What follows belongs to an exercise in optimizing a design on an open flow for small area, a short achievable clock period and few clock cycles per item; a production flow would make more cautious choices.
Where RTL was checked, it was by simulation tests only, not by an equivalence proof against the original.

job 101:
## y86_cpu
module y86_cpu(
    input         clk,
    input         rst,
    output [63:0] imem_addr,
    input  [79:0] imem_data,
    output [63:0] dmem_addr,
    output [63:0] dmem_wdata,
    output        dmem_we,
    input  [63:0] dmem_rdata,
    input  [3:0]  dbg_reg,
    output [63:0] dbg_val,
    output        halted,
    output [1:0]  stat
);
For scale: roughly 4200 cells after synthesis, about 410 I/O pins, ~56000 µm² of cells after synthesis.
export LEC_CHECK = 0
export ABC_CLOCK_PERIOD_IN_PS = 30000
export CAP_MARGIN = 20
export CORE_MARGIN = 2
export CORE_UTILIZATION = 50
export CTS_BUF_LIST = sky130_fd_sc_hd__clkbuf_4 sky130_fd_sc_hd__clkbuf_8
export SETUP_SLACK_MARGIN = 3
export SLEW_MARGIN = 20
export SYNTH_HIERARCHICAL = 1
create_clock -name core_clock -period 50.0 [get_ports {clk}]
standard.sh (not shown) runs the stock make flow with config.mk's settings and CLKGATE_MAP_FILE= SYNTH_SCRIPT=/design/flow/synth_recipe.tcl, a recipe that flattens the netlist after the stock synthesis.
==> flow/flow/run.sh <==
#!/bin/bash
# Layout flow: the standard ORFS flow (standard.sh), unchanged synthesis,
# with two changes for the layout steps:
#  - the port buffers are plain buffers (sky130_fd_sc_hd__buf_2) rather than
#    the delay cells buffer_ports picks by default;
#  - timing repair aims at a setup slack of REPAIR_MARGIN ns at the design's
#    clock period (the SDC is unchanged), so the resizer works on the paths
#    that set the achieved period.
# Each step's full output goes to a log file in this folder.
set -euo pipefail
REPAIR_MARGIN=${REPAIR_MARGIN:-28.5}
bash standard.sh synth > synth.log 2>&1
bash standard.sh "BUFFER_PORTS_ARGS=-buffer_cell sky130_fd_sc_hd__buf_2" \
  "SETUP_SLACK_MARGIN=$REPAIR_MARGIN" finish > layout.log 2>&1
Job 101 ran to completion and came out clean on the timing, DRC and antenna checks.
What job 102 does differently from job 101 at the input level:
==> flow/run.sh (new file) <==
#!/bin/bash
# synth_recipe.tcl (not shown) runs the flow's synth.tcl, then flattens the netlist and writes it again
# the make line also repeats each setting of config.mk as NAME=value (left out here)
make -C /OpenROAD-flow-scripts/flow DESIGN_CONFIG=/design/flow/config.mk WORK_HOME=/design/flow/orfs CLKGATE_MAP_FILE= SYNTH_SCRIPT=/design/flow/synth_recipe.tcl finish
removed: flow/flow/run.sh
removed: flow/standard.sh
Job 102: done, clean on timing, DRC and antenna
The depth of the worst register-to-register path of job 102 is higher than that of job 101.
Design area (higher): job 101
Sort job 101 and job 102 by wire length of the first global-routing pass, descending, and job 101 comes first.
Taking job 101 over job 102, the number of non-clock buffers in the layout ratio works out to 1.20.
Function was not checked in any run of this note: the RTL went through the layout flow alone.

y86_cpu, a different RTL version from the one above (not shown whole).
Size in the first run: about 4,700 cells after synthesis, ~51,000 um^2 of cells after synthesis.
clock: 50.0 ns
lec_check: 0
abc_clock_period_in_ps: 30000
cap_margin: 20
core_margin: 2
core_utilization: 50
cts_buf_list: sky130_fd_sc_hd__clkbuf_8
cts_cluster_diameter: 60
cts_cluster_size: 16
setup_slack_margin: 3
slew_margin: 20
synth_hierarchical: 1
==> flow/flow/run.sh <==
#!/bin/bash
# Layout flow: the standard ORFS flow (standard.sh) with the standard
# synthesis, and these changes for the layout steps:
#  - the port buffers are plain buffers (sky130_fd_sc_hd__buf_1, which timing
#    repair may upsize) rather than the delay cells buffer_ports picks by
#    default;
#  - timing repair aims at a setup slack of REPAIR_MARGIN ns at the design's
#    clock period (the SDC is unchanged), so the resizer works on the paths
#    that set the achieved period;
set -euo pipefail
REPAIR_MARGIN=${REPAIR_MARGIN:-28.0}
CTS="-sink_clustering_enable -repair_clock_nets -sink_clustering_size 16"
CTS="$CTS -sink_clustering_max_diameter 60 -buf_list sky130_fd_sc_hd__clkbuf_8 -dont_use_dummy_load"
bash standard.sh synth > synth.log 2>&1
bash standard.sh "BUFFER_PORTS_ARGS=-buffer_cell sky130_fd_sc_hd__buf_1" \
  "SETUP_SLACK_MARGIN=$REPAIR_MARGIN" "CTS_ARGS=$CTS" finish > layout.log 2>&1
Testbench counts at the start, summed over its fixed seeds: cycles 90,757, instrs 90,437.
Rerun with:
- CORE_UTILIZATION: 50 -> 55
The changed run went through all stages and came out clean. Setup slack is better by 27 ps. Synthesized area stays the same. Worst hold slack gets better by 23 ps. Die area fell by 9.0%. Global-route usage increases by 2.8 points. Synthesized cell count is unchanged. Final cell count falls by 2.8%.

==> separate check: timing with driven ports <==
Ports are ideal in the flow. The routed layouts listed here were re-timed in OpenROAD.
Step 1 sets driving cells, clkbuf_16 on the clock port and buf_2 on the other inputs (assumed; they add their load-dependent delay and slew).
Step 2 moves the port delays by t, midway between the first and last clock arrival at a register: inputs arrive t later, outputs are due t later. That takes back most of the time a late clock gives input paths.
Slacks: ideal / step 1 / step 2; pairs: ideal / step 1.
run	shift t [ns]	slack for setup (ns)	worst setup path at the end
job 101	0.976	27.909 / 27.855 / 27.855	input to output
job 102	0.976	25.399 / 25.371 / 25.371	input to output
the first run of note 2	0.914	27.849 / 27.778 / 27.778	input to output
the second run of note 2	0.905	27.876 / 27.835 / 27.835	input to output
After both steps every run listed still meets setup and hold. For the first run of note 2, which loses most, drivers alone change the setup slack by -0.071 ns; drivers and shift together by -0.071 ns.
